This is an optimization exercise on Yosys and OpenROAD, whose aim is small area, not a production implementation. The RTL was checked by simulation tests, not by an equivalence proof against the original design.

==> flow/design.v <==
module PE #(
	parameter DATA_WIDTH = 16
) (
	input                           clk          ,
	input                           rst_n        ,
	input                           reset_pe     ,
	input                           write_out_en ,
	input      [DATA_WIDTH - 1 : 0] top_in       ,
	input      [DATA_WIDTH - 1 : 0] left_in      ,
	input      [DATA_WIDTH - 1 : 0] mac_in       ,
	output reg [DATA_WIDTH - 1 : 0] bottom_out   ,
	output reg [DATA_WIDTH - 1 : 0] right_out    ,
	output reg [DATA_WIDTH - 1 : 0] mac_out
);
	reg  [DATA_WIDTH - 1 : 0] result ;
	wire [DATA_WIDTH - 1 : 0] mult   ;
	always @(posedge clk or negedge rst_n) begin
		if (!rst_n) begin
			result     <= {DATA_WIDTH{1'b0}} ;
			bottom_out <= {DATA_WIDTH{1'b0}} ;
			right_out  <= {DATA_WIDTH{1'b0}} ;
			mac_out    <= {DATA_WIDTH{1'b0}} ;
		end
		else begin
			result     <= (reset_pe) ? {DATA_WIDTH{1'b0}} : (mult + result) ;  
			bottom_out <= top_in                                            ;
			right_out  <= left_in                                           ;
			mac_out    <= (write_out_en) ? mac_in : result                  ;
		end
	end
	assign mult = $signed(top_in) * $signed(left_in) ;
endmodule
module PE_array #(
    parameter DATA_WIDTH    = 16 , 
    parameter SYSTOLIC_SIZE = 8
) (
    input                                       clk          ,
    input                                       rst_n        ,
    input                                       reset_pe     ,
    input                                       write_out_en ,
    input  [SYSTOLIC_SIZE * DATA_WIDTH - 1 : 0] wgt_in       ,
    input  [SYSTOLIC_SIZE * DATA_WIDTH - 1 : 0] ifm_in       ,
    output [SYSTOLIC_SIZE * DATA_WIDTH - 1 : 0] ofm_out
);
    wire [SYSTOLIC_SIZE * SYSTOLIC_SIZE * DATA_WIDTH - 1 : 0] right_out  ;  
    wire [SYSTOLIC_SIZE * SYSTOLIC_SIZE * DATA_WIDTH - 1 : 0] bottom_out ;
    wire [SYSTOLIC_SIZE * SYSTOLIC_SIZE * DATA_WIDTH - 1 : 0] mac_out    ;
    genvar i, j;
    generate
        for (i = 0; i < SYSTOLIC_SIZE; i = i + 1) begin : row
            for (j = 0; j < SYSTOLIC_SIZE; j = j + 1) begin : col
                PE #(.DATA_WIDTH (DATA_WIDTH)) pe_inst (
                    .clk          ( clk                                                                                                                                ) ,
                    .rst_n        ( rst_n                                                                                                                              ) ,
                    .write_out_en ( write_out_en                                                                                                                       ) , 
                    .reset_pe     ( reset_pe                                                                                                                           ) ,
                    .top_in       ( (i == 0                ) ? wgt_in [j*DATA_WIDTH +: DATA_WIDTH] : bottom_out [((i-1)*SYSTOLIC_SIZE + j) * DATA_WIDTH +: DATA_WIDTH] ) ,
                    .left_in      ( (j == 0                ) ? ifm_in [i*DATA_WIDTH +: DATA_WIDTH] : right_out  [(i*SYSTOLIC_SIZE + (j-1)) * DATA_WIDTH +: DATA_WIDTH] ) ,
                    .mac_in       ( (j == SYSTOLIC_SIZE - 1) ? {DATA_WIDTH{1'b0}}                  : mac_out    [(i*SYSTOLIC_SIZE + (j+1)) * DATA_WIDTH +: DATA_WIDTH] ) ,
                    .bottom_out   ( bottom_out [(i*SYSTOLIC_SIZE + j) * DATA_WIDTH +: DATA_WIDTH]                                                                      ) ,
                    .right_out    ( right_out  [(i*SYSTOLIC_SIZE + j) * DATA_WIDTH +: DATA_WIDTH]                                                                      ) ,
                    .mac_out      ( mac_out    [(i*SYSTOLIC_SIZE + j) * DATA_WIDTH +: DATA_WIDTH]                                                                      )
                );
            end
        end
    endgenerate
    generate
        for (i = 0; i < SYSTOLIC_SIZE; i = i + 1) begin : ofm
            assign ofm_out[i*DATA_WIDTH +: DATA_WIDTH] = mac_out[i*SYSTOLIC_SIZE*DATA_WIDTH +: DATA_WIDTH] ;
        end
    endgenerate
endmodule
==> flow/run.sh <==
#!/bin/bash
# synth_recipe.tcl (not shown) runs the flow's synth.tcl, then flattens the netlist and writes it again
# the make line also repeats each setting of config.mk as NAME=value (left out here)
make -C /OpenROAD-flow-scripts/flow DESIGN_CONFIG=/design/flow/config.mk WORK_HOME=/design/flow/orfs CLKGATE_MAP_FILE= SYNTH_SCRIPT=/design/flow/synth_recipe.tcl finish
==> flow/config.mk <==
export PLATFORM = sky130hd
export DESIGN_NAME = PE_array
export DESIGN_NICKNAME = PE_array
export VERILOG_FILES = /design/flow/design.v
export SDC_FILE = /design/flow/constraint.sdc
export NUM_CORES = 4
export LEC_CHECK = 0
export CAP_MARGIN = 20
export CORE_MARGIN = 2
export CORE_UTILIZATION = 40
export SLEW_MARGIN = 20
==> flow/constraint.sdc <==
create_clock -name core_clock -period 8.0 [get_ports {clk}]
set_input_delay 1.6000 -clock core_clock [delete_from_list [all_inputs] [get_ports {clk}]]
set_output_delay 1.6000 -clock core_clock [all_outputs]
set_load 0.01 [all_outputs]
==> run_results.csv, run 1 <==
group,metric,value,unit
worst_setup_path,cp_common_cell,"fa_1",
layout,mostFrequentLayoutCell,"inv_1",
detailed_routing,wl_met1,475000,um
grt,top_usage_layer,"met2",
layout,buffers,599,
floorplan,dieArea,1.05,mm2
synth,synth_top_area_share,0.287,
hold_path,hold_depth,0,
layout,nonClkBufAreaFrac,0.0134,
layout,top_area_cell_class,"multi-input combinational cells",
worst_setup_path,worstSetupEndpointType,"register",
place,gp_congestion,0.895,
detailed_routing,vias_per_cell,4.86,
sta,grt_setup_unrepaired,"false",
synth,synth_edf_count,0,
grt,grt_pass1_wl,1780000,um
floorplan,die_h,1020,um
worst_setup_path,path_max_fanout,16,
cts,clock_path_buffers,5,
floorplan,start_util,0.401,
synth,synth_nets,52300,
synth,syn_area_per_cell,9.92,um2
layout,nMultiInputCombCells,25800,
sta,max_slew.worst_pin.slew,1030,ps
worst_setup_path,cp-start-kind,"input port",
worst_setup_path,cp.arrival,7410,ps
sta,hold-worst-slack,381,ps
layout,multi_input_area_share,0.607,
status,outcome,"no timing/DRC/antenna violations",
cts,clock_sinks,3840,
layout,seq_cells,3840,
worst_setup_path,cp-startpoint,"ifm_in[65]",
layout,diodes,41,
layout,syn_to_final_growth,8.20,%
detailed_routing,detailroute.via_count,271000,
hold_path,worstHoldPathType,"register to register",
worst_setup_path,max_stage_delay,700,ps
==> run 2, diff against run 1 <==
==> flow/design.v (replaced) <==
module PE (
    input  [15:0] a   ,   
    input  [15:0] bn  ,   
    input  [15:0] acc ,
    input         clr ,
    output [15:0] d
);
    wire one_n0, two_n0;
    assign one_n0 = ~a[0];
    assign two_n0 = ~(a[1] & ~a[0]);
    wire p1;
    NR u2 (.a(one_n0), .b(bn[0]), .y(p1));
    wire x3;
    XR u4 (.a(p1), .b(a[1]), .y(x3));
    wire p5;
    BSEL u6 (.one_n(one_n0), .two_n(two_n0), .bn0(bn[1]), .bn1(bn[0]), .sel(p5));
    wire x7;
    XR u8 (.a(p5), .b(a[1]), .y(x7));
    wire p9;
    BSEL u10 (.one_n(one_n0), .two_n(two_n0), .bn0(bn[2]), .bn1(bn[1]), .sel(p9));
    wire x11;
    XR u12 (.a(p9), .b(a[1]), .y(x11));
    wire p13;
    BSEL u14 (.one_n(one_n0), .two_n(two_n0), .bn0(bn[3]), .bn1(bn[2]), .sel(p13));
    wire x15;
    XR u16 (.a(p13), .b(a[1]), .y(x15));
    wire p17;
    BSEL u18 (.one_n(one_n0), .two_n(two_n0), .bn0(bn[4]), .bn1(bn[3]), .sel(p17));
    wire x19;
    XR u20 (.a(p17), .b(a[1]), .y(x19));
    wire p21;
    BSEL u22 (.one_n(one_n0), .two_n(two_n0), .bn0(bn[5]), .bn1(bn[4]), .sel(p21));
    wire x23;
    XR u24 (.a(p21), .b(a[1]), .y(x23));
    wire p25;
    BSEL u26 (.one_n(one_n0), .two_n(two_n0), .bn0(bn[6]), .bn1(bn[5]), .sel(p25));
    wire x27;
    XR u28 (.a(p25), .b(a[1]), .y(x27));
    wire p29;
    BSEL u30 (.one_n(one_n0), .two_n(two_n0), .bn0(bn[7]), .bn1(bn[6]), .sel(p29));
    wire x31;
    XR u32 (.a(p29), .b(a[1]), .y(x31));
    wire p33;
    BSEL u34 (.one_n(one_n0), .two_n(two_n0), .bn0(bn[8]), .bn1(bn[7]), .sel(p33));
    wire x35;
    XR u36 (.a(p33), .b(a[1]), .y(x35));
    wire p37;
    BSEL u38 (.one_n(one_n0), .two_n(two_n0), .bn0(bn[9]), .bn1(bn[8]), .sel(p37));
    wire x39;
    XR u40 (.a(p37), .b(a[1]), .y(x39));
    wire p41;
    BSEL u42 (.one_n(one_n0), .two_n(two_n0), .bn0(bn[10]), .bn1(bn[9]), .sel(p41));
    wire x43;
    XR u44 (.a(p41), .b(a[1]), .y(x43));
    wire p45;
    BSEL u46 (.one_n(one_n0), .two_n(two_n0), .bn0(bn[11]), .bn1(bn[10]), .sel(p45));
    wire x47;
    XR u48 (.a(p45), .b(a[1]), .y(x47));
    wire p49;
    BSEL u50 (.one_n(one_n0), .two_n(two_n0), .bn0(bn[12]), .bn1(bn[11]), .sel(p49));
    wire x51;
    XR u52 (.a(p49), .b(a[1]), .y(x51));
    wire p53;
    BSEL u54 (.one_n(one_n0), .two_n(two_n0), .bn0(bn[13]), .bn1(bn[12]), .sel(p53));
    wire x55;
    XR u56 (.a(p53), .b(a[1]), .y(x55));
    wire p57;
    BSEL u58 (.one_n(one_n0), .two_n(two_n0), .bn0(bn[14]), .bn1(bn[13]), .sel(p57));
    wire x59;
    XR u60 (.a(p57), .b(a[1]), .y(x59));
    wire p61;
    BSEL u62 (.one_n(one_n0), .two_n(two_n0), .bn0(bn[15]), .bn1(bn[14]), .sel(p61));
    wire x63;
    XR u64 (.a(p61), .b(a[1]), .y(x63));
    wire one_n1, two_n1;
    BENC u65 (.hi(a[3]), .mid(a[2]), .lo(a[1]), .one_n(one_n1), .two_n(two_n1));
    wire p66;
    NR u67 (.a(one_n1), .b(bn[0]), .y(p66));
    wire x68;
    XR u69 (.a(p66), .b(a[3]), .y(x68));
    wire p70;
    BSEL u71 (.one_n(one_n1), .two_n(two_n1), .bn0(bn[1]), .bn1(bn[0]), .sel(p70));
    wire x72;
    XR u73 (.a(p70), .b(a[3]), .y(x72));
    wire p74;
    BSEL u75 (.one_n(one_n1), .two_n(two_n1), .bn0(bn[2]), .bn1(bn[1]), .sel(p74));
    wire x76;
    XR u77 (.a(p74), .b(a[3]), .y(x76));
    wire p78;
    BSEL u79 (.one_n(one_n1), .two_n(two_n1), .bn0(bn[3]), .bn1(bn[2]), .sel(p78));
    wire x80;
    XR u81 (.a(p78), .b(a[3]), .y(x80));
    wire p82;
    BSEL u83 (.one_n(one_n1), .two_n(two_n1), .bn0(bn[4]), .bn1(bn[3]), .sel(p82));
    wire x84;
    XR u85 (.a(p82), .b(a[3]), .y(x84));
    wire p86;
    BSEL u87 (.one_n(one_n1), .two_n(two_n1), .bn0(bn[5]), .bn1(bn[4]), .sel(p86));
    wire x88;
    XR u89 (.a(p86), .b(a[3]), .y(x88));
    wire p90;
    BSEL u91 (.one_n(one_n1), .two_n(two_n1), .bn0(bn[6]), .bn1(bn[5]), .sel(p90));
    wire x92;
    XR u93 (.a(p90), .b(a[3]), .y(x92));
    wire p94;
    BSEL u95 (.one_n(one_n1), .two_n(two_n1), .bn0(bn[7]), .bn1(bn[6]), .sel(p94));
    wire x96;
    XR u97 (.a(p94), .b(a[3]), .y(x96));
    wire p98;
    BSEL u99 (.one_n(one_n1), .two_n(two_n1), .bn0(bn[8]), .bn1(bn[7]), .sel(p98));
    wire x100;
    XR u101 (.a(p98), .b(a[3]), .y(x100));
    wire p102;
    BSEL u103 (.one_n(one_n1), .two_n(two_n1), .bn0(bn[9]), .bn1(bn[8]), .sel(p102));
    wire x104;
    XR u105 (.a(p102), .b(a[3]), .y(x104));
    wire p106;
    BSEL u107 (.one_n(one_n1), .two_n(two_n1), .bn0(bn[10]), .bn1(bn[9]), .sel(p106));
    wire x108;
    XR u109 (.a(p106), .b(a[3]), .y(x108));
    wire p110;
    BSEL u111 (.one_n(one_n1), .two_n(two_n1), .bn0(bn[11]), .bn1(bn[10]), .sel(p110));
    wire x112;
    XR u113 (.a(p110), .b(a[3]), .y(x112));
    wire p114;
    BSEL u115 (.one_n(one_n1), .two_n(two_n1), .bn0(bn[12]), .bn1(bn[11]), .sel(p114));
    wire x116;
    XR u117 (.a(p114), .b(a[3]), .y(x116));
    wire p118;
    BSEL u119 (.one_n(one_n1), .two_n(two_n1), .bn0(bn[13]), .bn1(bn[12]), .sel(p118));
    wire x120;
    XR u121 (.a(p118), .b(a[3]), .y(x120));
    wire one_n2, two_n2;
    BENC u122 (.hi(a[5]), .mid(a[4]), .lo(a[3]), .one_n(one_n2), .two_n(two_n2));
    wire p123;
    NR u124 (.a(one_n2), .b(bn[0]), .y(p123));
    wire x125;
    XR u126 (.a(p123), .b(a[5]), .y(x125));
    wire p127;
    BSEL u128 (.one_n(one_n2), .two_n(two_n2), .bn0(bn[1]), .bn1(bn[0]), .sel(p127));
    wire x129;
    XR u130 (.a(p127), .b(a[5]), .y(x129));
    wire p131;
    BSEL u132 (.one_n(one_n2), .two_n(two_n2), .bn0(bn[2]), .bn1(bn[1]), .sel(p131));
    wire x133;
    XR u134 (.a(p131), .b(a[5]), .y(x133));
    wire p135;
    BSEL u136 (.one_n(one_n2), .two_n(two_n2), .bn0(bn[3]), .bn1(bn[2]), .sel(p135));
    wire x137;
    XR u138 (.a(p135), .b(a[5]), .y(x137));
    wire p139;
    BSEL u140 (.one_n(one_n2), .two_n(two_n2), .bn0(bn[4]), .bn1(bn[3]), .sel(p139));
    wire x141;
    XR u142 (.a(p139), .b(a[5]), .y(x141));
    wire p143;
    BSEL u144 (.one_n(one_n2), .two_n(two_n2), .bn0(bn[5]), .bn1(bn[4]), .sel(p143));
    wire x145;
    XR u146 (.a(p143), .b(a[5]), .y(x145));
    wire p147;
    BSEL u148 (.one_n(one_n2), .two_n(two_n2), .bn0(bn[6]), .bn1(bn[5]), .sel(p147));
    wire x149;
    XR u150 (.a(p147), .b(a[5]), .y(x149));
    wire p151;
    BSEL u152 (.one_n(one_n2), .two_n(two_n2), .bn0(bn[7]), .bn1(bn[6]), .sel(p151));
    wire x153;
    XR u154 (.a(p151), .b(a[5]), .y(x153));
    wire p155;
    BSEL u156 (.one_n(one_n2), .two_n(two_n2), .bn0(bn[8]), .bn1(bn[7]), .sel(p155));
    wire x157;
    XR u158 (.a(p155), .b(a[5]), .y(x157));
    wire p159;
    BSEL u160 (.one_n(one_n2), .two_n(two_n2), .bn0(bn[9]), .bn1(bn[8]), .sel(p159));
    wire x161;
    XR u162 (.a(p159), .b(a[5]), .y(x161));
    wire p163;
    BSEL u164 (.one_n(one_n2), .two_n(two_n2), .bn0(bn[10]), .bn1(bn[9]), .sel(p163));
    wire x165;
    XR u166 (.a(p163), .b(a[5]), .y(x165));
    wire p167;
    BSEL u168 (.one_n(one_n2), .two_n(two_n2), .bn0(bn[11]), .bn1(bn[10]), .sel(p167));
    wire x169;
    XR u170 (.a(p167), .b(a[5]), .y(x169));
    wire one_n3, two_n3;
    BENC u171 (.hi(a[7]), .mid(a[6]), .lo(a[5]), .one_n(one_n3), .two_n(two_n3));
    wire p172;
    NR u173 (.a(one_n3), .b(bn[0]), .y(p172));
    wire x174;
    XR u175 (.a(p172), .b(a[7]), .y(x174));
    wire p176;
    BSEL u177 (.one_n(one_n3), .two_n(two_n3), .bn0(bn[1]), .bn1(bn[0]), .sel(p176));
    wire x178;
    XR u179 (.a(p176), .b(a[7]), .y(x178));
    wire p180;
    BSEL u181 (.one_n(one_n3), .two_n(two_n3), .bn0(bn[2]), .bn1(bn[1]), .sel(p180));
    wire x182;
    XR u183 (.a(p180), .b(a[7]), .y(x182));
    wire p184;
    BSEL u185 (.one_n(one_n3), .two_n(two_n3), .bn0(bn[3]), .bn1(bn[2]), .sel(p184));
    wire x186;
    XR u187 (.a(p184), .b(a[7]), .y(x186));
    wire p188;
    BSEL u189 (.one_n(one_n3), .two_n(two_n3), .bn0(bn[4]), .bn1(bn[3]), .sel(p188));
    wire x190;
    XR u191 (.a(p188), .b(a[7]), .y(x190));
    wire p192;
    BSEL u193 (.one_n(one_n3), .two_n(two_n3), .bn0(bn[5]), .bn1(bn[4]), .sel(p192));
    wire x194;
    XR u195 (.a(p192), .b(a[7]), .y(x194));
    wire p196;
    BSEL u197 (.one_n(one_n3), .two_n(two_n3), .bn0(bn[6]), .bn1(bn[5]), .sel(p196));
    wire x198;
    XR u199 (.a(p196), .b(a[7]), .y(x198));
    wire p200;
    BSEL u201 (.one_n(one_n3), .two_n(two_n3), .bn0(bn[7]), .bn1(bn[6]), .sel(p200));
    wire x202;
    XR u203 (.a(p200), .b(a[7]), .y(x202));
    wire p204;
    BSEL u205 (.one_n(one_n3), .two_n(two_n3), .bn0(bn[8]), .bn1(bn[7]), .sel(p204));
    wire x206;
    XR u207 (.a(p204), .b(a[7]), .y(x206));
    wire p208;
    BSEL u209 (.one_n(one_n3), .two_n(two_n3), .bn0(bn[9]), .bn1(bn[8]), .sel(p208));
    wire x210;
    XR u211 (.a(p208), .b(a[7]), .y(x210));
    wire one_n4, two_n4;
    BENC u212 (.hi(a[9]), .mid(a[8]), .lo(a[7]), .one_n(one_n4), .two_n(two_n4));
    wire p213;
    NR u214 (.a(one_n4), .b(bn[0]), .y(p213));
    wire x215;
    XR u216 (.a(p213), .b(a[9]), .y(x215));
    wire p217;
    BSEL u218 (.one_n(one_n4), .two_n(two_n4), .bn0(bn[1]), .bn1(bn[0]), .sel(p217));
    wire x219;
    XR u220 (.a(p217), .b(a[9]), .y(x219));
    wire p221;
    BSEL u222 (.one_n(one_n4), .two_n(two_n4), .bn0(bn[2]), .bn1(bn[1]), .sel(p221));
    wire x223;
    XR u224 (.a(p221), .b(a[9]), .y(x223));
    wire p225;
    BSEL u226 (.one_n(one_n4), .two_n(two_n4), .bn0(bn[3]), .bn1(bn[2]), .sel(p225));
    wire x227;
    XR u228 (.a(p225), .b(a[9]), .y(x227));
    wire p229;
    BSEL u230 (.one_n(one_n4), .two_n(two_n4), .bn0(bn[4]), .bn1(bn[3]), .sel(p229));
    wire x231;
    XR u232 (.a(p229), .b(a[9]), .y(x231));
    wire p233;
    BSEL u234 (.one_n(one_n4), .two_n(two_n4), .bn0(bn[5]), .bn1(bn[4]), .sel(p233));
    wire x235;
    XR u236 (.a(p233), .b(a[9]), .y(x235));
    wire p237;
    BSEL u238 (.one_n(one_n4), .two_n(two_n4), .bn0(bn[6]), .bn1(bn[5]), .sel(p237));
    wire x239;
    XR u240 (.a(p237), .b(a[9]), .y(x239));
    wire p241;
    BSEL u242 (.one_n(one_n4), .two_n(two_n4), .bn0(bn[7]), .bn1(bn[6]), .sel(p241));
    wire x243;
    XR u244 (.a(p241), .b(a[9]), .y(x243));
    wire one_n5, two_n5;
    BENC u245 (.hi(a[11]), .mid(a[10]), .lo(a[9]), .one_n(one_n5), .two_n(two_n5));
    wire p246;
    NR u247 (.a(one_n5), .b(bn[0]), .y(p246));
    wire x248;
    XR u249 (.a(p246), .b(a[11]), .y(x248));
    wire p250;
    BSEL u251 (.one_n(one_n5), .two_n(two_n5), .bn0(bn[1]), .bn1(bn[0]), .sel(p250));
    wire x252;
    XR u253 (.a(p250), .b(a[11]), .y(x252));
    wire p254;
    BSEL u255 (.one_n(one_n5), .two_n(two_n5), .bn0(bn[2]), .bn1(bn[1]), .sel(p254));
    wire x256;
    XR u257 (.a(p254), .b(a[11]), .y(x256));
    wire p258;
    BSEL u259 (.one_n(one_n5), .two_n(two_n5), .bn0(bn[3]), .bn1(bn[2]), .sel(p258));
    wire x260;
    XR u261 (.a(p258), .b(a[11]), .y(x260));
    wire p262;
    BSEL u263 (.one_n(one_n5), .two_n(two_n5), .bn0(bn[4]), .bn1(bn[3]), .sel(p262));
    wire x264;
    XR u265 (.a(p262), .b(a[11]), .y(x264));
    wire p266;
    BSEL u267 (.one_n(one_n5), .two_n(two_n5), .bn0(bn[5]), .bn1(bn[4]), .sel(p266));
    wire x268;
    XR u269 (.a(p266), .b(a[11]), .y(x268));
    wire one_n6, two_n6;
    BENC u270 (.hi(a[13]), .mid(a[12]), .lo(a[11]), .one_n(one_n6), .two_n(two_n6));
    wire p271;
    NR u272 (.a(one_n6), .b(bn[0]), .y(p271));
    wire x273;
    XR u274 (.a(p271), .b(a[13]), .y(x273));
    wire p275;
    BSEL u276 (.one_n(one_n6), .two_n(two_n6), .bn0(bn[1]), .bn1(bn[0]), .sel(p275));
    wire x277;
    XR u278 (.a(p275), .b(a[13]), .y(x277));
    wire p279;
    BSEL u280 (.one_n(one_n6), .two_n(two_n6), .bn0(bn[2]), .bn1(bn[1]), .sel(p279));
    wire x281;
    XR u282 (.a(p279), .b(a[13]), .y(x281));
    wire p283;
    BSEL u284 (.one_n(one_n6), .two_n(two_n6), .bn0(bn[3]), .bn1(bn[2]), .sel(p283));
    wire x285;
    XR u286 (.a(p283), .b(a[13]), .y(x285));
    wire one_n7, two_n7;
    BENC u287 (.hi(a[15]), .mid(a[14]), .lo(a[13]), .one_n(one_n7), .two_n(two_n7));
    wire p288;
    NR u289 (.a(one_n7), .b(bn[0]), .y(p288));
    wire x290;
    XR u291 (.a(p288), .b(a[15]), .y(x290));
    wire p292;
    BSEL u293 (.one_n(one_n7), .two_n(two_n7), .bn0(bn[1]), .bn1(bn[0]), .sel(p292));
    wire x294;
    XR u295 (.a(p292), .b(a[15]), .y(x294));
    wire s296, c297;
    FA u298 (.a(acc[0]), .b(a[1]), .c(x3), .s(s296), .co(c297));
    wire s299, c300;
    FA u301 (.a(acc[1]), .b(x7), .c(c297), .s(s299), .co(c300));
    wire s302, c303;
    FA u304 (.a(acc[2]), .b(a[3]), .c(x11), .s(s302), .co(c303));
    wire s305, c306;
    FA u307 (.a(x68), .b(s302), .c(c300), .s(s305), .co(c306));
    wire s308, c309;
    FA u310 (.a(acc[3]), .b(x15), .c(x72), .s(s308), .co(c309));
    wire s311, c312;
    FA u313 (.a(c303), .b(s308), .c(c306), .s(s311), .co(c312));
    wire s314, c315;
    FA u316 (.a(acc[4]), .b(a[5]), .c(x125), .s(s314), .co(c315));
    wire s317, c318;
    FA u319 (.a(x19), .b(x76), .c(c309), .s(s317), .co(c318));
    wire s320, c321;
    FA u322 (.a(s314), .b(s317), .c(c312), .s(s320), .co(c321));
    wire s323, c324;
    FA u325 (.a(acc[5]), .b(x129), .c(x23), .s(s323), .co(c324));
    wire s326, c327;
    FA u328 (.a(x80), .b(c315), .c(s323), .s(s326), .co(c327));
    wire s329, c330;
    FA u331 (.a(c318), .b(s326), .c(c321), .s(s329), .co(c330));
    wire s332, c333;
    FA u334 (.a(acc[6]), .b(a[7]), .c(x133), .s(s332), .co(c333));
    wire s335, c336;
    FA u337 (.a(x174), .b(x27), .c(x84), .s(s335), .co(c336));
    wire s338, c339;
    FA u340 (.a(c324), .b(s332), .c(s335), .s(s338), .co(c339));
    wire s341, c342;
    FA u343 (.a(c327), .b(s338), .c(c330), .s(s341), .co(c342));
    wire s344, c345;
    FA u346 (.a(acc[7]), .b(x137), .c(x178), .s(s344), .co(c345));
    wire s347, c348;
    FA u349 (.a(x31), .b(x88), .c(c333), .s(s347), .co(c348));
    wire s350, c351;
    FA u352 (.a(c336), .b(s344), .c(c339), .s(s350), .co(c351));
    wire s353, c354;
    FA u355 (.a(s347), .b(s350), .c(c342), .s(s353), .co(c354));
    wire s356, c357;
    FA u358 (.a(acc[8]), .b(a[9]), .c(x141), .s(s356), .co(c357));
    wire s359, c360;
    FA u361 (.a(x182), .b(x215), .c(x35), .s(s359), .co(c360));
    wire s362, c363;
    FA u364 (.a(x92), .b(c345), .c(s356), .s(s362), .co(c363));
    wire s365, c366;
    FA u367 (.a(s359), .b(c348), .c(s362), .s(s365), .co(c366));
    wire s368, c369;
    FA u370 (.a(c351), .b(s365), .c(c354), .s(s368), .co(c369));
    wire s371, c372;
    FA u373 (.a(acc[9]), .b(x145), .c(x186), .s(s371), .co(c372));
    wire s374, c375;
    FA u376 (.a(x219), .b(x39), .c(x96), .s(s374), .co(c375));
    wire s377, c378;
    FA u379 (.a(c357), .b(c360), .c(s371), .s(s377), .co(c378));
    wire s380, c381;
    FA u382 (.a(s374), .b(c363), .c(s377), .s(s380), .co(c381));
    wire s383, c384;
    FA u385 (.a(c366), .b(s380), .c(c369), .s(s383), .co(c384));
    wire s386, c387;
    FA u388 (.a(acc[10]), .b(a[11]), .c(x100), .s(s386), .co(c387));
    wire s389, c390;
    FA u391 (.a(x149), .b(x190), .c(x223), .s(s389), .co(c390));
    wire s392, c393;
    FA u394 (.a(x248), .b(x43), .c(c372), .s(s392), .co(c393));
    wire s395, c396;
    FA u397 (.a(c375), .b(s386), .c(s389), .s(s395), .co(c396));
    wire s398, c399;
    FA u400 (.a(c378), .b(s392), .c(s395), .s(s398), .co(c399));
    wire s401, c402;
    FA u403 (.a(c381), .b(s398), .c(c384), .s(s401), .co(c402));
    wire s404, c405;
    FA u406 (.a(acc[11]), .b(x104), .c(x153), .s(s404), .co(c405));
    wire s407, c408;
    FA u409 (.a(x194), .b(x227), .c(x252), .s(s407), .co(c408));
    wire s410, c411;
    FA u412 (.a(x47), .b(c387), .c(c390), .s(s410), .co(c411));
    wire s413, c414;
    FA u415 (.a(s404), .b(s407), .c(c393), .s(s413), .co(c414));
    wire s416, c417;
    FA u418 (.a(c396), .b(s410), .c(s413), .s(s416), .co(c417));
    wire s419, c420;
    FA u421 (.a(c399), .b(s416), .c(c402), .s(s419), .co(c420));
    wire s422, c423;
    FA u424 (.a(acc[12]), .b(a[13]), .c(x108), .s(s422), .co(c423));
    wire s425, c426;
    FA u427 (.a(x157), .b(x198), .c(x231), .s(s425), .co(c426));
    wire s428, c429;
    FA u430 (.a(x256), .b(x273), .c(x51), .s(s428), .co(c429));
    wire s431, c432;
    FA u433 (.a(c405), .b(c408), .c(s422), .s(s431), .co(c432));
    wire s434, c435;
    FA u436 (.a(s425), .b(s428), .c(c411), .s(s434), .co(c435));
    wire s437, c438;
    FA u439 (.a(s431), .b(c414), .c(s434), .s(s437), .co(c438));
    wire s440, c441;
    FA u442 (.a(c417), .b(s437), .c(c420), .s(s440), .co(c441));
    wire s443, c444;
    FA u445 (.a(acc[13]), .b(x112), .c(x161), .s(s443), .co(c444));
    wire s446, c447;
    FA u448 (.a(x202), .b(x235), .c(x260), .s(s446), .co(c447));
    wire s449, c450;
    FA u451 (.a(x277), .b(x55), .c(c423), .s(s449), .co(c450));
    wire s452, c453;
    FA u454 (.a(c426), .b(c429), .c(s443), .s(s452), .co(c453));
    wire s455, c456;
    FA u457 (.a(s446), .b(c432), .c(s449), .s(s455), .co(c456));
    wire s458, c459;
    FA u460 (.a(s452), .b(c435), .c(s455), .s(s458), .co(c459));
    wire s461, c462;
    FA u463 (.a(c438), .b(s458), .c(c441), .s(s461), .co(c462));
    wire s464, c465;
    FA u466 (.a(acc[14]), .b(a[15]), .c(x116), .s(s464), .co(c465));
    wire s467, c468;
    FA u469 (.a(x165), .b(x206), .c(x239), .s(s467), .co(c468));
    wire s470, c471;
    FA u472 (.a(x264), .b(x281), .c(x290), .s(s470), .co(c471));
    wire s473, c474;
    FA u475 (.a(x59), .b(c444), .c(c447), .s(s473), .co(c474));
    wire s476, c477;
    FA u478 (.a(s464), .b(s467), .c(s470), .s(s476), .co(c477));
    wire s479, c480;
    FA u481 (.a(c450), .b(c453), .c(s473), .s(s479), .co(c480));
    wire s482, c483;
    FA u484 (.a(s476), .b(c456), .c(s479), .s(s482), .co(c483));
    wire s485, c486;
    FA u487 (.a(c459), .b(s482), .c(c462), .s(s485), .co(c486));
    wire x488;
    XR u489 (.a(acc[15]), .b(x120), .y(x488));
    wire x490;
    XR u491 (.a(x169), .b(x210), .y(x490));
    wire x492;
    XR u493 (.a(x243), .b(x268), .y(x492));
    wire x494;
    XR u495 (.a(x285), .b(x294), .y(x494));
    wire x496;
    XR u497 (.a(x63), .b(x488), .y(x496));
    wire x498;
    XR u499 (.a(x490), .b(x492), .y(x498));
    wire x500;
    XR u501 (.a(x494), .b(x496), .y(x500));
    wire x502;
    XR u503 (.a(x498), .b(c465), .y(x502));
    wire x504;
    XR u505 (.a(c468), .b(c471), .y(x504));
    wire x506;
    XR u507 (.a(x500), .b(x502), .y(x506));
    wire x508;
    XR u509 (.a(x504), .b(x506), .y(x508));
    wire x510;
    XR u511 (.a(c474), .b(c477), .y(x510));
    wire x512;
    XR u513 (.a(x508), .b(x510), .y(x512));
    wire x514;
    XR u515 (.a(x512), .b(c480), .y(x514));
    wire x516;
    XR u517 (.a(x514), .b(c483), .y(x516));
    wire x518;
    XR u519 (.a(x516), .b(c486), .y(x518));
    wire [15:0] sum = {x518, s485, s461, s440, s419, s401, s383, s368, s353, s341, s329, s320, s311, s305, s299, s296};
    assign d = {16{~clr}} & sum;
endmodule
module PE_F (
    input  [15:0] a   ,   
    input  [15:0] bn  ,   
    input  [15:0] acc ,
    input         clr ,
    output [15:0] d
);
    wire one_n0, two_n0;
    assign one_n0 = ~a[0];
    assign two_n0 = ~(a[1] & ~a[0]);
    wire p1;
    NR u2 (.a(one_n0), .b(bn[0]), .y(p1));
    wire x3;
    XR u4 (.a(p1), .b(a[1]), .y(x3));
    wire p5;
    BSEL u6 (.one_n(one_n0), .two_n(two_n0), .bn0(bn[1]), .bn1(bn[0]), .sel(p5));
    wire x7;
    XR u8 (.a(p5), .b(a[1]), .y(x7));
    wire p9;
    BSEL u10 (.one_n(one_n0), .two_n(two_n0), .bn0(bn[2]), .bn1(bn[1]), .sel(p9));
    wire x11;
    XR u12 (.a(p9), .b(a[1]), .y(x11));
    wire p13;
    BSEL u14 (.one_n(one_n0), .two_n(two_n0), .bn0(bn[3]), .bn1(bn[2]), .sel(p13));
    wire x15;
    XR u16 (.a(p13), .b(a[1]), .y(x15));
    wire p17;
    BSEL u18 (.one_n(one_n0), .two_n(two_n0), .bn0(bn[4]), .bn1(bn[3]), .sel(p17));
    wire x19;
    XR u20 (.a(p17), .b(a[1]), .y(x19));
    wire p21;
    BSEL u22 (.one_n(one_n0), .two_n(two_n0), .bn0(bn[5]), .bn1(bn[4]), .sel(p21));
    wire x23;
    XR u24 (.a(p21), .b(a[1]), .y(x23));
    wire p25;
    BSEL u26 (.one_n(one_n0), .two_n(two_n0), .bn0(bn[6]), .bn1(bn[5]), .sel(p25));
    wire x27;
    XR u28 (.a(p25), .b(a[1]), .y(x27));
    wire p29;
    BSEL u30 (.one_n(one_n0), .two_n(two_n0), .bn0(bn[7]), .bn1(bn[6]), .sel(p29));
    wire x31;
    XR u32 (.a(p29), .b(a[1]), .y(x31));
    wire p33;
    BSEL u34 (.one_n(one_n0), .two_n(two_n0), .bn0(bn[8]), .bn1(bn[7]), .sel(p33));
    wire x35;
    XR u36 (.a(p33), .b(a[1]), .y(x35));
    wire p37;
    BSEL u38 (.one_n(one_n0), .two_n(two_n0), .bn0(bn[9]), .bn1(bn[8]), .sel(p37));
    wire x39;
    XR u40 (.a(p37), .b(a[1]), .y(x39));
    wire p41;
    BSEL u42 (.one_n(one_n0), .two_n(two_n0), .bn0(bn[10]), .bn1(bn[9]), .sel(p41));
    wire x43;
    XR u44 (.a(p41), .b(a[1]), .y(x43));
    wire p45;
    BSEL u46 (.one_n(one_n0), .two_n(two_n0), .bn0(bn[11]), .bn1(bn[10]), .sel(p45));
    wire x47;
    XR u48 (.a(p45), .b(a[1]), .y(x47));
    wire p49;
    BSEL u50 (.one_n(one_n0), .two_n(two_n0), .bn0(bn[12]), .bn1(bn[11]), .sel(p49));
    wire x51;
    XR u52 (.a(p49), .b(a[1]), .y(x51));
    wire p53;
    BSEL u54 (.one_n(one_n0), .two_n(two_n0), .bn0(bn[13]), .bn1(bn[12]), .sel(p53));
    wire x55;
    XR u56 (.a(p53), .b(a[1]), .y(x55));
    wire p57;
    BSEL u58 (.one_n(one_n0), .two_n(two_n0), .bn0(bn[14]), .bn1(bn[13]), .sel(p57));
    wire x59;
    XR u60 (.a(p57), .b(a[1]), .y(x59));
    wire p61;
    BSEL u62 (.one_n(one_n0), .two_n(two_n0), .bn0(bn[15]), .bn1(bn[14]), .sel(p61));
    wire x63;
    XR u64 (.a(p61), .b(a[1]), .y(x63));
    wire one_n1, two_n1;
    BENC u65 (.hi(a[3]), .mid(a[2]), .lo(a[1]), .one_n(one_n1), .two_n(two_n1));
    wire p66;
    NR u67 (.a(one_n1), .b(bn[0]), .y(p66));
    wire x68;
    XR u69 (.a(p66), .b(a[3]), .y(x68));
    wire p70;
    BSEL u71 (.one_n(one_n1), .two_n(two_n1), .bn0(bn[1]), .bn1(bn[0]), .sel(p70));
    wire x72;
    XR u73 (.a(p70), .b(a[3]), .y(x72));
    wire p74;
    BSEL u75 (.one_n(one_n1), .two_n(two_n1), .bn0(bn[2]), .bn1(bn[1]), .sel(p74));
    wire x76;
    XR u77 (.a(p74), .b(a[3]), .y(x76));
    wire p78;
    BSEL u79 (.one_n(one_n1), .two_n(two_n1), .bn0(bn[3]), .bn1(bn[2]), .sel(p78));
    wire x80;
    XR u81 (.a(p78), .b(a[3]), .y(x80));
    wire p82;
    BSEL u83 (.one_n(one_n1), .two_n(two_n1), .bn0(bn[4]), .bn1(bn[3]), .sel(p82));
    wire x84;
    XR u85 (.a(p82), .b(a[3]), .y(x84));
    wire p86;
    BSEL u87 (.one_n(one_n1), .two_n(two_n1), .bn0(bn[5]), .bn1(bn[4]), .sel(p86));
    wire x88;
    XR u89 (.a(p86), .b(a[3]), .y(x88));
    wire p90;
    BSEL u91 (.one_n(one_n1), .two_n(two_n1), .bn0(bn[6]), .bn1(bn[5]), .sel(p90));
    wire x92;
    XR u93 (.a(p90), .b(a[3]), .y(x92));
    wire p94;
    BSEL u95 (.one_n(one_n1), .two_n(two_n1), .bn0(bn[7]), .bn1(bn[6]), .sel(p94));
    wire x96;
    XR u97 (.a(p94), .b(a[3]), .y(x96));
    wire p98;
    BSEL u99 (.one_n(one_n1), .two_n(two_n1), .bn0(bn[8]), .bn1(bn[7]), .sel(p98));
    wire x100;
    XR u101 (.a(p98), .b(a[3]), .y(x100));
    wire p102;
    BSEL u103 (.one_n(one_n1), .two_n(two_n1), .bn0(bn[9]), .bn1(bn[8]), .sel(p102));
    wire x104;
    XR u105 (.a(p102), .b(a[3]), .y(x104));
    wire p106;
    BSEL u107 (.one_n(one_n1), .two_n(two_n1), .bn0(bn[10]), .bn1(bn[9]), .sel(p106));
    wire x108;
    XR u109 (.a(p106), .b(a[3]), .y(x108));
    wire p110;
    BSEL u111 (.one_n(one_n1), .two_n(two_n1), .bn0(bn[11]), .bn1(bn[10]), .sel(p110));
    wire x112;
    XR u113 (.a(p110), .b(a[3]), .y(x112));
    wire p114;
    BSEL u115 (.one_n(one_n1), .two_n(two_n1), .bn0(bn[12]), .bn1(bn[11]), .sel(p114));
    wire x116;
    XR u117 (.a(p114), .b(a[3]), .y(x116));
    wire p118;
    BSEL u119 (.one_n(one_n1), .two_n(two_n1), .bn0(bn[13]), .bn1(bn[12]), .sel(p118));
    wire x120;
    XR u121 (.a(p118), .b(a[3]), .y(x120));
    wire one_n2, two_n2;
    BENC u122 (.hi(a[5]), .mid(a[4]), .lo(a[3]), .one_n(one_n2), .two_n(two_n2));
    wire p123;
    NR u124 (.a(one_n2), .b(bn[0]), .y(p123));
    wire x125;
    XR u126 (.a(p123), .b(a[5]), .y(x125));
    wire p127;
    BSEL u128 (.one_n(one_n2), .two_n(two_n2), .bn0(bn[1]), .bn1(bn[0]), .sel(p127));
    wire x129;
    XR u130 (.a(p127), .b(a[5]), .y(x129));
    wire p131;
    BSEL u132 (.one_n(one_n2), .two_n(two_n2), .bn0(bn[2]), .bn1(bn[1]), .sel(p131));
    wire x133;
    XR u134 (.a(p131), .b(a[5]), .y(x133));
    wire p135;
    BSEL u136 (.one_n(one_n2), .two_n(two_n2), .bn0(bn[3]), .bn1(bn[2]), .sel(p135));
    wire x137;
    XR u138 (.a(p135), .b(a[5]), .y(x137));
    wire p139;
    BSEL u140 (.one_n(one_n2), .two_n(two_n2), .bn0(bn[4]), .bn1(bn[3]), .sel(p139));
    wire x141;
    XR u142 (.a(p139), .b(a[5]), .y(x141));
    wire p143;
    BSEL u144 (.one_n(one_n2), .two_n(two_n2), .bn0(bn[5]), .bn1(bn[4]), .sel(p143));
    wire x145;
    XR u146 (.a(p143), .b(a[5]), .y(x145));
    wire p147;
    BSEL u148 (.one_n(one_n2), .two_n(two_n2), .bn0(bn[6]), .bn1(bn[5]), .sel(p147));
    wire x149;
    XR u150 (.a(p147), .b(a[5]), .y(x149));
    wire p151;
    BSEL u152 (.one_n(one_n2), .two_n(two_n2), .bn0(bn[7]), .bn1(bn[6]), .sel(p151));
    wire x153;
    XR u154 (.a(p151), .b(a[5]), .y(x153));
    wire p155;
    BSEL u156 (.one_n(one_n2), .two_n(two_n2), .bn0(bn[8]), .bn1(bn[7]), .sel(p155));
    wire x157;
    XR u158 (.a(p155), .b(a[5]), .y(x157));
    wire p159;
    BSEL u160 (.one_n(one_n2), .two_n(two_n2), .bn0(bn[9]), .bn1(bn[8]), .sel(p159));
    wire x161;
    XR u162 (.a(p159), .b(a[5]), .y(x161));
    wire p163;
    BSEL u164 (.one_n(one_n2), .two_n(two_n2), .bn0(bn[10]), .bn1(bn[9]), .sel(p163));
    wire x165;
    XR u166 (.a(p163), .b(a[5]), .y(x165));
    wire p167;
    BSEL u168 (.one_n(one_n2), .two_n(two_n2), .bn0(bn[11]), .bn1(bn[10]), .sel(p167));
    wire x169;
    XR u170 (.a(p167), .b(a[5]), .y(x169));
    wire one_n3, two_n3;
    BENC u171 (.hi(a[7]), .mid(a[6]), .lo(a[5]), .one_n(one_n3), .two_n(two_n3));
    wire p172;
    NR u173 (.a(one_n3), .b(bn[0]), .y(p172));
    wire x174;
    XR u175 (.a(p172), .b(a[7]), .y(x174));
    wire p176;
    BSEL u177 (.one_n(one_n3), .two_n(two_n3), .bn0(bn[1]), .bn1(bn[0]), .sel(p176));
    wire x178;
    XR u179 (.a(p176), .b(a[7]), .y(x178));
    wire p180;
    BSEL u181 (.one_n(one_n3), .two_n(two_n3), .bn0(bn[2]), .bn1(bn[1]), .sel(p180));
    wire x182;
    XR u183 (.a(p180), .b(a[7]), .y(x182));
    wire p184;
    BSEL u185 (.one_n(one_n3), .two_n(two_n3), .bn0(bn[3]), .bn1(bn[2]), .sel(p184));
    wire x186;
    XR u187 (.a(p184), .b(a[7]), .y(x186));
    wire p188;
    BSEL u189 (.one_n(one_n3), .two_n(two_n3), .bn0(bn[4]), .bn1(bn[3]), .sel(p188));
    wire x190;
    XR u191 (.a(p188), .b(a[7]), .y(x190));
    wire p192;
    BSEL u193 (.one_n(one_n3), .two_n(two_n3), .bn0(bn[5]), .bn1(bn[4]), .sel(p192));
    wire x194;
    XR u195 (.a(p192), .b(a[7]), .y(x194));
    wire p196;
    BSEL u197 (.one_n(one_n3), .two_n(two_n3), .bn0(bn[6]), .bn1(bn[5]), .sel(p196));
    wire x198;
    XR u199 (.a(p196), .b(a[7]), .y(x198));
    wire p200;
    BSEL u201 (.one_n(one_n3), .two_n(two_n3), .bn0(bn[7]), .bn1(bn[6]), .sel(p200));
    wire x202;
    XR u203 (.a(p200), .b(a[7]), .y(x202));
    wire p204;
    BSEL u205 (.one_n(one_n3), .two_n(two_n3), .bn0(bn[8]), .bn1(bn[7]), .sel(p204));
    wire x206;
    XR u207 (.a(p204), .b(a[7]), .y(x206));
    wire p208;
    BSEL u209 (.one_n(one_n3), .two_n(two_n3), .bn0(bn[9]), .bn1(bn[8]), .sel(p208));
    wire x210;
    XR u211 (.a(p208), .b(a[7]), .y(x210));
    wire one_n4, two_n4;
    BENC u212 (.hi(a[9]), .mid(a[8]), .lo(a[7]), .one_n(one_n4), .two_n(two_n4));
    wire p213;
    NR u214 (.a(one_n4), .b(bn[0]), .y(p213));
    wire x215;
    XR u216 (.a(p213), .b(a[9]), .y(x215));
    wire p217;
    BSEL u218 (.one_n(one_n4), .two_n(two_n4), .bn0(bn[1]), .bn1(bn[0]), .sel(p217));
    wire x219;
    XR u220 (.a(p217), .b(a[9]), .y(x219));
    wire p221;
    BSEL u222 (.one_n(one_n4), .two_n(two_n4), .bn0(bn[2]), .bn1(bn[1]), .sel(p221));
    wire x223;
    XR u224 (.a(p221), .b(a[9]), .y(x223));
    wire p225;
    BSEL u226 (.one_n(one_n4), .two_n(two_n4), .bn0(bn[3]), .bn1(bn[2]), .sel(p225));
    wire x227;
    XR u228 (.a(p225), .b(a[9]), .y(x227));
    wire p229;
    BSEL u230 (.one_n(one_n4), .two_n(two_n4), .bn0(bn[4]), .bn1(bn[3]), .sel(p229));
    wire x231;
    XR u232 (.a(p229), .b(a[9]), .y(x231));
    wire p233;
    BSEL u234 (.one_n(one_n4), .two_n(two_n4), .bn0(bn[5]), .bn1(bn[4]), .sel(p233));
    wire x235;
    XR u236 (.a(p233), .b(a[9]), .y(x235));
    wire p237;
    BSEL u238 (.one_n(one_n4), .two_n(two_n4), .bn0(bn[6]), .bn1(bn[5]), .sel(p237));
    wire x239;
    XR u240 (.a(p237), .b(a[9]), .y(x239));
    wire p241;
    BSEL u242 (.one_n(one_n4), .two_n(two_n4), .bn0(bn[7]), .bn1(bn[6]), .sel(p241));
    wire x243;
    XR u244 (.a(p241), .b(a[9]), .y(x243));
    wire one_n5, two_n5;
    BENC u245 (.hi(a[11]), .mid(a[10]), .lo(a[9]), .one_n(one_n5), .two_n(two_n5));
    wire p246;
    NR u247 (.a(one_n5), .b(bn[0]), .y(p246));
    wire x248;
    XR u249 (.a(p246), .b(a[11]), .y(x248));
    wire p250;
    BSEL u251 (.one_n(one_n5), .two_n(two_n5), .bn0(bn[1]), .bn1(bn[0]), .sel(p250));
    wire x252;
    XR u253 (.a(p250), .b(a[11]), .y(x252));
    wire p254;
    BSEL u255 (.one_n(one_n5), .two_n(two_n5), .bn0(bn[2]), .bn1(bn[1]), .sel(p254));
    wire x256;
    XR u257 (.a(p254), .b(a[11]), .y(x256));
    wire p258;
    BSEL u259 (.one_n(one_n5), .two_n(two_n5), .bn0(bn[3]), .bn1(bn[2]), .sel(p258));
    wire x260;
    XR u261 (.a(p258), .b(a[11]), .y(x260));
    wire p262;
    BSEL u263 (.one_n(one_n5), .two_n(two_n5), .bn0(bn[4]), .bn1(bn[3]), .sel(p262));
    wire x264;
    XR u265 (.a(p262), .b(a[11]), .y(x264));
    wire p266;
    BSEL u267 (.one_n(one_n5), .two_n(two_n5), .bn0(bn[5]), .bn1(bn[4]), .sel(p266));
    wire x268;
    XR u269 (.a(p266), .b(a[11]), .y(x268));
    wire one_n6, two_n6;
    BENC u270 (.hi(a[13]), .mid(a[12]), .lo(a[11]), .one_n(one_n6), .two_n(two_n6));
    wire p271;
    NR u272 (.a(one_n6), .b(bn[0]), .y(p271));
    wire x273;
    XR u274 (.a(p271), .b(a[13]), .y(x273));
    wire p275;
    BSEL u276 (.one_n(one_n6), .two_n(two_n6), .bn0(bn[1]), .bn1(bn[0]), .sel(p275));
    wire x277;
    XR u278 (.a(p275), .b(a[13]), .y(x277));
    wire p279;
    BSEL u280 (.one_n(one_n6), .two_n(two_n6), .bn0(bn[2]), .bn1(bn[1]), .sel(p279));
    wire x281;
    XR u282 (.a(p279), .b(a[13]), .y(x281));
    wire p283;
    BSEL u284 (.one_n(one_n6), .two_n(two_n6), .bn0(bn[3]), .bn1(bn[2]), .sel(p283));
    wire x285;
    XR u286 (.a(p283), .b(a[13]), .y(x285));
    wire one_n7, two_n7;
    BENC u287 (.hi(a[15]), .mid(a[14]), .lo(a[13]), .one_n(one_n7), .two_n(two_n7));
    wire p288;
    NR u289 (.a(one_n7), .b(bn[0]), .y(p288));
    wire x290;
    XR u291 (.a(p288), .b(a[15]), .y(x290));
    wire p292;
    BSEL u293 (.one_n(one_n7), .two_n(two_n7), .bn0(bn[1]), .bn1(bn[0]), .sel(p292));
    wire x294;
    XR u295 (.a(p292), .b(a[15]), .y(x294));
    wire s296, c297;
    FA u298 (.a(acc[0]), .b(a[1]), .c(x3), .s(s296), .co(c297));
    wire s299, c300;
    FA u301 (.a(acc[1]), .b(x7), .c(c297), .s(s299), .co(c300));
    wire s302, c303;
    FA u304 (.a(acc[2]), .b(a[3]), .c(x11), .s(s302), .co(c303));
    wire s305, c306;
    FA u307 (.a(x68), .b(s302), .c(c300), .s(s305), .co(c306));
    wire s308, c309;
    FA u310 (.a(acc[3]), .b(x15), .c(x72), .s(s308), .co(c309));
    wire s311, c312;
    FA u313 (.a(c303), .b(s308), .c(c306), .s(s311), .co(c312));
    wire s314, c315;
    FA u316 (.a(acc[4]), .b(a[5]), .c(x125), .s(s314), .co(c315));
    wire s317, c318;
    FA u319 (.a(x19), .b(x76), .c(c309), .s(s317), .co(c318));
    wire s320, c321;
    FA u322 (.a(s314), .b(s317), .c(c312), .s(s320), .co(c321));
    wire s323, c324;
    FA u325 (.a(acc[5]), .b(x129), .c(x23), .s(s323), .co(c324));
    wire s326, c327;
    FA u328 (.a(x80), .b(c315), .c(s323), .s(s326), .co(c327));
    wire s329, c330;
    FA u331 (.a(c318), .b(s326), .c(c321), .s(s329), .co(c330));
    wire s332, c333;
    FA u334 (.a(acc[6]), .b(a[7]), .c(x133), .s(s332), .co(c333));
    wire s335, c336;
    FA u337 (.a(x174), .b(x27), .c(x84), .s(s335), .co(c336));
    wire s338, c339;
    FA u340 (.a(c324), .b(s332), .c(s335), .s(s338), .co(c339));
    wire s341, c342;
    FA u343 (.a(c327), .b(s338), .c(c330), .s(s341), .co(c342));
    wire s344, c345;
    FA u346 (.a(acc[7]), .b(x137), .c(x178), .s(s344), .co(c345));
    wire s347, c348;
    FA u349 (.a(x31), .b(x88), .c(c333), .s(s347), .co(c348));
    wire s350, c351;
    FA u352 (.a(c336), .b(s344), .c(c339), .s(s350), .co(c351));
    wire s353, c354;
    FA u355 (.a(s347), .b(s350), .c(c342), .s(s353), .co(c354));
    wire s356, c357;
    FA u358 (.a(acc[8]), .b(a[9]), .c(x141), .s(s356), .co(c357));
    wire s359, c360;
    FA u361 (.a(x182), .b(x215), .c(x35), .s(s359), .co(c360));
    wire s362, c363;
    FA u364 (.a(x92), .b(c345), .c(s356), .s(s362), .co(c363));
    wire s365, c366;
    FA u367 (.a(s359), .b(c348), .c(s362), .s(s365), .co(c366));
    wire s368, c369;
    FA u370 (.a(c351), .b(s365), .c(c354), .s(s368), .co(c369));
    wire s371, c372;
    FA u373 (.a(acc[9]), .b(x145), .c(x186), .s(s371), .co(c372));
    wire s374, c375;
    FA u376 (.a(x219), .b(x39), .c(x96), .s(s374), .co(c375));
    wire s377, c378;
    FA u379 (.a(c357), .b(c360), .c(s371), .s(s377), .co(c378));
    wire s380, c381;
    FA u382 (.a(s374), .b(c363), .c(s377), .s(s380), .co(c381));
    wire s383, c384;
    FA u385 (.a(c366), .b(s380), .c(c369), .s(s383), .co(c384));
    wire s386, c387;
    FA u388 (.a(acc[10]), .b(a[11]), .c(x100), .s(s386), .co(c387));
    wire s389, c390;
    FA u391 (.a(x149), .b(x190), .c(x223), .s(s389), .co(c390));
    wire s392, c393;
    FA u394 (.a(x248), .b(x43), .c(c372), .s(s392), .co(c393));
    wire s395, c396;
    FA u397 (.a(c375), .b(s386), .c(s389), .s(s395), .co(c396));
    wire s398, c399;
    FA u400 (.a(c378), .b(s392), .c(s395), .s(s398), .co(c399));
    wire s401, c402;
    FA u403 (.a(c381), .b(s398), .c(c384), .s(s401), .co(c402));
    wire s404, c405;
    FA u406 (.a(acc[11]), .b(x104), .c(x153), .s(s404), .co(c405));
    wire s407, c408;
    FA u409 (.a(x194), .b(x227), .c(x252), .s(s407), .co(c408));
    wire s410, c411;
    FA u412 (.a(x47), .b(c387), .c(c390), .s(s410), .co(c411));
    wire s413, c414;
    FA u415 (.a(s404), .b(s407), .c(c393), .s(s413), .co(c414));
    wire s416, c417;
    FA u418 (.a(c396), .b(s410), .c(s413), .s(s416), .co(c417));
    wire x419;
    XR u420 (.a(c399), .b(s416), .y(x419));
    wire g421;
    AN u422 (.a(c399), .b(s416), .y(g421));
    wire x423;
    XR u424 (.a(x419), .b(c402), .y(x423));
    wire c425;
    AO u426 (.a1(x419), .a2(c402), .b(g421), .y(c425));
    wire s427, c428;
    FA u429 (.a(acc[12]), .b(a[13]), .c(x108), .s(s427), .co(c428));
    wire s430, c431;
    FA u432 (.a(x157), .b(x198), .c(x231), .s(s430), .co(c431));
    wire s433, c434;
    FA u435 (.a(x256), .b(x273), .c(x51), .s(s433), .co(c434));
    wire s436, c437;
    FA u438 (.a(c405), .b(c408), .c(s427), .s(s436), .co(c437));
    wire s439, c440;
    FA u441 (.a(s430), .b(s433), .c(c411), .s(s439), .co(c440));
    wire s442, c443;
    FA u444 (.a(s436), .b(c414), .c(s439), .s(s442), .co(c443));
    wire x445;
    XR u446 (.a(c417), .b(s442), .y(x445));
    wire g447;
    AN u448 (.a(c417), .b(s442), .y(g447));
    wire x449;
    XR u450 (.a(x445), .b(c425), .y(x449));
    wire c451;
    AO u452 (.a1(x445), .a2(c425), .b(g447), .y(c451));
    wire s453, c454;
    FA u455 (.a(acc[13]), .b(x112), .c(x161), .s(s453), .co(c454));
    wire s456, c457;
    FA u458 (.a(x202), .b(x235), .c(x260), .s(s456), .co(c457));
    wire s459, c460;
    FA u461 (.a(x277), .b(x55), .c(c428), .s(s459), .co(c460));
    wire s462, c463;
    FA u464 (.a(c431), .b(c434), .c(s453), .s(s462), .co(c463));
    wire s465, c466;
    FA u467 (.a(s456), .b(c437), .c(s459), .s(s465), .co(c466));
    wire s468, c469;
    FA u470 (.a(s462), .b(c440), .c(s465), .s(s468), .co(c469));
    wire x471;
    XR u472 (.a(c443), .b(s468), .y(x471));
    wire g473;
    AN u474 (.a(c443), .b(s468), .y(g473));
    wire x475;
    XR u476 (.a(x471), .b(c451), .y(x475));
    wire c477;
    AO u478 (.a1(x471), .a2(c451), .b(g473), .y(c477));
    wire s479, c480;
    FA u481 (.a(acc[14]), .b(a[15]), .c(x116), .s(s479), .co(c480));
    wire s482, c483;
    FA u484 (.a(x165), .b(x206), .c(x239), .s(s482), .co(c483));
    wire s485, c486;
    FA u487 (.a(x264), .b(x281), .c(x290), .s(s485), .co(c486));
    wire s488, c489;
    FA u490 (.a(x59), .b(c454), .c(c457), .s(s488), .co(c489));
    wire s491, c492;
    FA u493 (.a(s479), .b(s482), .c(s485), .s(s491), .co(c492));
    wire s494, c495;
    FA u496 (.a(c460), .b(c463), .c(s488), .s(s494), .co(c495));
    wire s497, c498;
    FA u499 (.a(s491), .b(c466), .c(s494), .s(s497), .co(c498));
    wire x500;
    XR u501 (.a(c469), .b(s497), .y(x500));
    wire g502;
    AN u503 (.a(c469), .b(s497), .y(g502));
    wire x504;
    XR u505 (.a(x500), .b(c477), .y(x504));
    wire c506;
    AO u507 (.a1(x500), .a2(c477), .b(g502), .y(c506));
    wire x508;
    XR u509 (.a(acc[15]), .b(x120), .y(x508));
    wire x510;
    XR u511 (.a(x169), .b(x210), .y(x510));
    wire x512;
    XR u513 (.a(x243), .b(x268), .y(x512));
    wire x514;
    XR u515 (.a(x285), .b(x294), .y(x514));
    wire x516;
    XR u517 (.a(x63), .b(x508), .y(x516));
    wire x518;
    XR u519 (.a(x510), .b(x512), .y(x518));
    wire x520;
    XR u521 (.a(x514), .b(x516), .y(x520));
    wire x522;
    XR u523 (.a(x518), .b(c480), .y(x522));
    wire x524;
    XR u525 (.a(c483), .b(c486), .y(x524));
    wire x526;
    XR u527 (.a(x520), .b(x522), .y(x526));
    wire x528;
    XR u529 (.a(x524), .b(x526), .y(x528));
    wire x530;
    XR u531 (.a(c489), .b(c492), .y(x530));
    wire x532;
    XR u533 (.a(x528), .b(x530), .y(x532));
    wire x534;
    XR u535 (.a(x532), .b(c495), .y(x534));
    wire x536;
    XR u537 (.a(x534), .b(c498), .y(x536));
    wire x538;
    XR u539 (.a(x536), .b(c506), .y(x538));
    wire [15:0] sum = {x538, x504, x475, x449, x423, s401, s383, s368, s353, s341, s329, s320, s311, s305, s299, s296};
    assign d = {16{~clr}} & sum;
endmodule
module BENC (
    input  hi ,
    input  mid ,
    input  lo ,
    output one_n ,
    output two_n
);
    wire d ;
    XNR u_one (.a(mid), .b(lo), .y(one_n));
    XR  u_d   (.a(hi), .b(mid), .y(d));
    ND  u_two (.a(d), .b(one_n), .y(two_n));
endmodule
module BSEL (
    input  one_n ,
    input  two_n ,
    input  bn0 ,    
    input  bn1 ,    
    output sel
);
    assign sel = ~((one_n | bn0) & (two_n | bn1)) ;
endmodule
module XR (input a, input b, output y);
    assign y = a ^ b ;
endmodule
module XNR (input a, input b, output y);
    assign y = ~(a ^ b) ;
endmodule
module ND (input a, input b, output y);
    assign y = ~(a & b) ;
endmodule
module NR (input a, input b, output y);
    assign y = ~(a | b) ;
endmodule
module AN (input a, input b, output y);
    assign y = a & b ;
endmodule
module AO (input a1, input a2, input b, output y);
    assign y = (a1 & a2) | b ;
endmodule
module HA (input a, input b, output s, output co);
    assign s  = a ^ b ;
    assign co = a & b ;
endmodule
module FA (input a, input b, input c, output s, output co);
    assign s  = a ^ b ^ c ;
    assign co = (a & b) | (a & c) | (b & c) ;
endmodule
module PE_array #(
    parameter DATA_WIDTH    = 16 ,
    parameter SYSTOLIC_SIZE = 8
) (
    input                                       clk          ,
    input                                       rst_n        ,
    input                                       reset_pe     ,
    input                                       write_out_en ,
    input  [SYSTOLIC_SIZE * DATA_WIDTH - 1 : 0] wgt_in       ,
    input  [SYSTOLIC_SIZE * DATA_WIDTH - 1 : 0] ifm_in       ,
    output [SYSTOLIC_SIZE * DATA_WIDTH - 1 : 0] ofm_out
);
    localparam S  = SYSTOLIC_SIZE ;
    localparam DW = DATA_WIDTH ;
    reg  [2 : 0]     cnt ;
    reg  [S - 1 : 1] mac_ok ;
    wire             acc_ok = (cnt != 3'd0) ;
    always @(posedge clk or negedge rst_n) begin
        if (!rst_n) begin
            cnt    <= 3'd0 ;
            mac_ok <= {(S - 1){1'b0}} ;
        end
        else begin
            if (cnt != 3'd7) cnt <= cnt + 3'd1 ;
            mac_ok <= write_out_en ? {1'b1, mac_ok[S - 1 : 2]} : {(S - 1){acc_ok}} ;
        end
    end
    wire [S - 1 : 0] clr_m ;
    genvar i, j, k;
    generate
        for (i = 0; i < S; i = i + 1) begin : g_clr
            assign clr_m[i] = reset_pe | (cnt < i) ;
        end
    endgenerate
    wire sel_mac  = write_out_en ;
    wire sel_acc  = ~write_out_en ;
    wire sel_mac0 = write_out_en & mac_ok[1] ;
    wire sel_acc0 = ~write_out_en & acc_ok ;
    wire [S * S * DW - 1 : 0] bottom_q ;
    wire [S * S * DW - 1 : 0] right_q  ;
    wire [S * S * DW - 1 : 0] mac_q    ;
    generate
        for (i = 0; i < S; i = i + 1) begin : row
            for (j = 0; j < S; j = j + 1) begin : col
                reg  [DW - 1 : 0] bottom ;
                reg  [DW - 1 : 0] right ;
                reg  [DW - 1 : 0] acc ;
                reg  [DW - 1 : 0] mac ;
                wire [DW - 1 : 0] acc_d ;
                wire [DW - 1 : 0] mac_d ;
                wire [DW - 1 : 0] a      = (i == 0)     ? wgt_in[j*DW +: DW] : bottom_q[((i-1)*S + j)*DW +: DW] ;
                wire [DW - 1 : 0] bn     = (j == 0)     ? ~ifm_in[i*DW +: DW] : right_q[(i*S + j-1)*DW +: DW] ;
                assign bottom_q[(i*S + j)*DW +: DW] = bottom ;
                assign right_q[(i*S + j)*DW +: DW]  = right ;
                assign mac_q[(i*S + j)*DW +: DW]    = mac ;
                if (i == 0 || j == 0) begin : g_fast
                    PE_F pe_inst (.a (a), .bn (bn), .acc (acc), .clr (clr_m[(i > j) ? i : j]), .d (acc_d));
                end else begin : g_pe
                    PE   pe_inst (.a (a), .bn (bn), .acc (acc), .clr (clr_m[(i > j) ? i : j]), .d (acc_d));
                end
                if (j == S - 1) begin : g_sel_last
                    assign mac_d = {DW{sel_acc}} & acc ;
                end else begin : g_sel
                    wire [DW - 1 : 0] mac_in = mac_q[(i*S + j+1)*DW +: DW] ;
                    for (k = 0; k < DW; k = k + 1) begin : g_bit
                        MS u_ms (
                            .s1 ( (j == 0) ? sel_mac0 : sel_mac ) ,
                            .a1 ( mac_in[k] ) ,
                            .s2 ( (j == 0) ? sel_acc0 : sel_acc ) ,
                            .a2 ( acc[k] ) ,
                            .y  ( mac_d[k] )
                        );
                    end
                end
                always @(posedge clk) begin
                    bottom <= a ;
                    right  <= bn ;
                end
                if (i == 0 && j == 0) begin : g_acc_rst
                    always @(posedge clk or negedge rst_n)
                        if (!rst_n) acc <= {DW{1'b0}} ;
                        else        acc <= acc_d ;
                end else begin : g_acc
                    always @(posedge clk)
                        acc <= acc_d ;
                end
                if (j == 0) begin : g_mac_rst
                    always @(posedge clk or negedge rst_n)
                        if (!rst_n) mac <= {DW{1'b0}} ;
                        else        mac <= mac_d ;
                end else begin : g_mac
                    always @(posedge clk)
                        mac <= mac_d ;
                end
            end
        end
    endgenerate
    generate
        for (i = 0; i < S; i = i + 1) begin : ofm
            assign ofm_out[i*DW +: DW] = mac_q[i*S*DW +: DW] ;
        end
    endgenerate
endmodule
module MS (
    input  s1 ,
    input  a1 ,
    input  s2 ,
    input  a2 ,
    output y
);
    assign y = (s1 & a1) | (s2 & a2) ;
endmodule
--- a/flow/config.mk
+++ b/flow/config.mk
@@ -11 +11,3 @@
 export SLEW_MARGIN = 20
+export SYNTH_HIERARCHICAL = 1
+export SYNTH_MINIMUM_KEEP_SIZE = 0
==> run_results.csv, run 2 <==
group,metric,value,unit
grt,grt_pass1_wl,1190000,um
sta,hold_violations,0,
grt,antenna_found_initial,50,
floorplan,dieArea,0.674,mm2
synth,synth_nets,26600,
worst_setup_path,cp.arrival,8470,ps
sta,report.final.slew_viol_count,0,
cts,cts.repair.resized,0,
layout,fin_util,0.455,
grt,grt_max_degree,149,
floorplan,rows,300,
floorplan,dieWidth,821,um
layout,fillerInstances,61200,
cts,clock-root-buffer,"clkbuf_16",
worst_setup_path,slowest_stage,"dfxtp_1",
worst_setup_path,max_stage_delay,530,ps
synth,synthTopCellsByArea,"fa_1 30%, dfxtp_1 28%, xor2_1 20%",
synth,syn_area_per_cell,12.0,um2
synth,synth_top_area_share,0.302,
place,portBuffers,387,
worst_setup_path,path_max_fanout,15,
place,placedCellCount,32400,
sta,max_slew.worst_pin.slew,1090,ps
detailed_routing,vias_per_cell,5.48,
cts,ctsHtreeMaxLevel,5,
synth,ys_seq_area_frac,0.291,
worst_setup_path,crit_type,"register to register",
worst_setup_path,cp_common_cell,"fa_1",
layout,reg_top3,"row.col.acc (1024), row.col.mac (1024)",
layout,nets,28200,
run,cap_violations,0,
floorplan,num_io_pins,388,
detailed_routing,drc,0,
synth,synth_compound_area_frac,0.127,
cts,cts_tree,"built",
detailed_routing,drt_iter0_markers,16100,
worst_setup_path,cp-start-kind,"register",
hold_path,worstHoldPathType,"register to register",
synth,synth_edf_count,0,
status,failed_checks,"antenna violations",
synth,synth_flop_cell,"dfxtp_1",
status,outcome,"failed layout checks",
sta,finalCritPeriodShare,0.943,
synth,synthCells,22300,
place,place_area,0.289,mm2
floorplan,start_util,0.401,
place,gp_congestion,0.894,
layout,mostFrequentLayoutCell,"xor2_1",
detailed_routing,ant_nets,1,
layout,layout_common_cells,"6200 x xor2_1, 4096 x o22ai_1, 4036 x fa_1",
cts,clock_sinks,3850,
synth,synth_most_common_cell,"xor2_1",
synth,yosys-top-cells-count,"6200 x xor2_1, 4096 x o22ai_1, 4036 x fa_1",
floorplan,die_h,821,um
grt,gr-total-overflow,0,
sta,hold-worst-slack,359,ps
sta,grt_setup_unrepaired,"false",
sta,slew_headroom,0.275,
layout,syn_to_final_growth,13.4,%
worst_setup_path,cp_top_family,"adder cells",
cts,clock_path_buffers,4,
cts,clk-insertion-delay-late,1050,ps
sta,fin_setup_tns,0,ps
worst_setup_path,worstSetupEndpointType,"register",
synth,synth_seq_cells,3850,
detailed_routing,detailroute.via_count,182000,
synth,yosys.area_share.simple,0.0513,
sta,period_minus_slack,7540,ps
cts,clk_pin_slew_worst_paths,60,ps
[run 2: changes by cell type in the layout (fill, tap and decap cells not counted), sizes merged, moves of 894 or more]
cell	previous run	this run
a22o	0	896
and2	5184	61
dfrtp	3840	154
dfxtp	0	3696
fa	5952	4036
ha	4224	3
inv	11061	255
mux2	896	2
nand2	3467	449
o22ai	0	4096
xnor2	1830	449
xor2	666	6200
[run 2: cell families after synthesis]
family                   Yosys count
AO/OA/AOI/OAI                   5063
XOR/XNOR                        6649
adder cells (fa/ha/maj)         4039
buffers and inverters            411
flip-flops                      3850
multiplexers                       2
AND/OR/NAND/NOR                 2242
[run 2: cell type report]
type | instances | area [um2] | area share
Clock buffer | 537 | 11400 | 0.0378
Timing Repair Buffer | 1419 | 11900 | 0.0392
Sequential cell | 3850 | 77800 | 0.257
Inverter | 204 | 774 | 0.00256
Multi-Input combinational cell | 18000 | 187000 | 0.617
Antenna cell | 39 | 97.6 | 0.000322
Clock inverter | 210 | 2960 | 0.00977
Tap cell | 8909 | 11100 | 0.0368
[run 2: modules after synthesis, one instance, submodules excluded, excerpt]
module / flops+latches / times used / cells inside
PE_array: 3850 / 1 / 4284
PE: 0 / 49 / 19
AO: 0 / 60 / 1
AN: 0 / 60 / 1
NR: 0 / 512 / 1
PE_F: 0 / 15 / 19
BSEL: 0 / 4096 / 1
[run 2: final timing paths]
path,from,end,slack (ps),cells past startpoint
setup reg to reg,row[3].col[1].bottom[1],row[4].col[1].acc[15],460,19
max in group asynchronous,rst_n,cnt[2],6230,2
hold / removal,row[3].col[3].right[15],row[3].col[4].right[15],360,0
hold reg to reg,row[3].col[3].right[15],row[3].col[4].right[15],360,0
setup / recovery,row[3].col[1].bottom[1],row[4].col[1].acc[15],460,19
min in group asynchronous,rst_n,row[7].col[0].mac[13],540,1
[run 2: routing by layer]
metal / track usage / vias to the layer above / wire, um
met2: 0.379 / 6694 / 376000
met1: 0.303 / 92800 / 328000
met3: 0.0258 / 1336 / 41300
met4: 0.0685 / 4 / 26400
li1: - / 80800 / -
met5: 0 / - / 30

separate check: timing with driven ports:
The flow's constraints put no driver on any port. The routed layouts listed below were extracted and timed again, unchanged, in two steps.
Step 1: set_driving_cell puts a clkbuf_16 on clk and a buf_2 on each other input, an assumption about the parent block.
Step 2 moves the port delays by t, midway between the first and last clock arrival at a register: inputs arrive t later, outputs are due t later. That takes back most of the time a late clock gives input paths.
Three values: ideal ports, drivers, drivers and shift; two values: the first two.
| run | t, ns | setup slack, ns | hold WS [ns] | worst setup path after step 2 | worst slew at a driven data input, ns |
|---|---|---|---|---|---|
| run 1 | 1.202 | 1.539 / 1.654 / 0.452 | 0.381 / 0.381 / 0.381 | input to register | 0.16 |
| run 2 | 1.139 | 0.456 / 0.456 / -0.297 | 0.359 / 0.359 / 0.359 | input to register | 0.18 |
The setup slack of run 1, which loses most, moves by +0.115 ns with the drivers and by -1.087 ns with both steps.
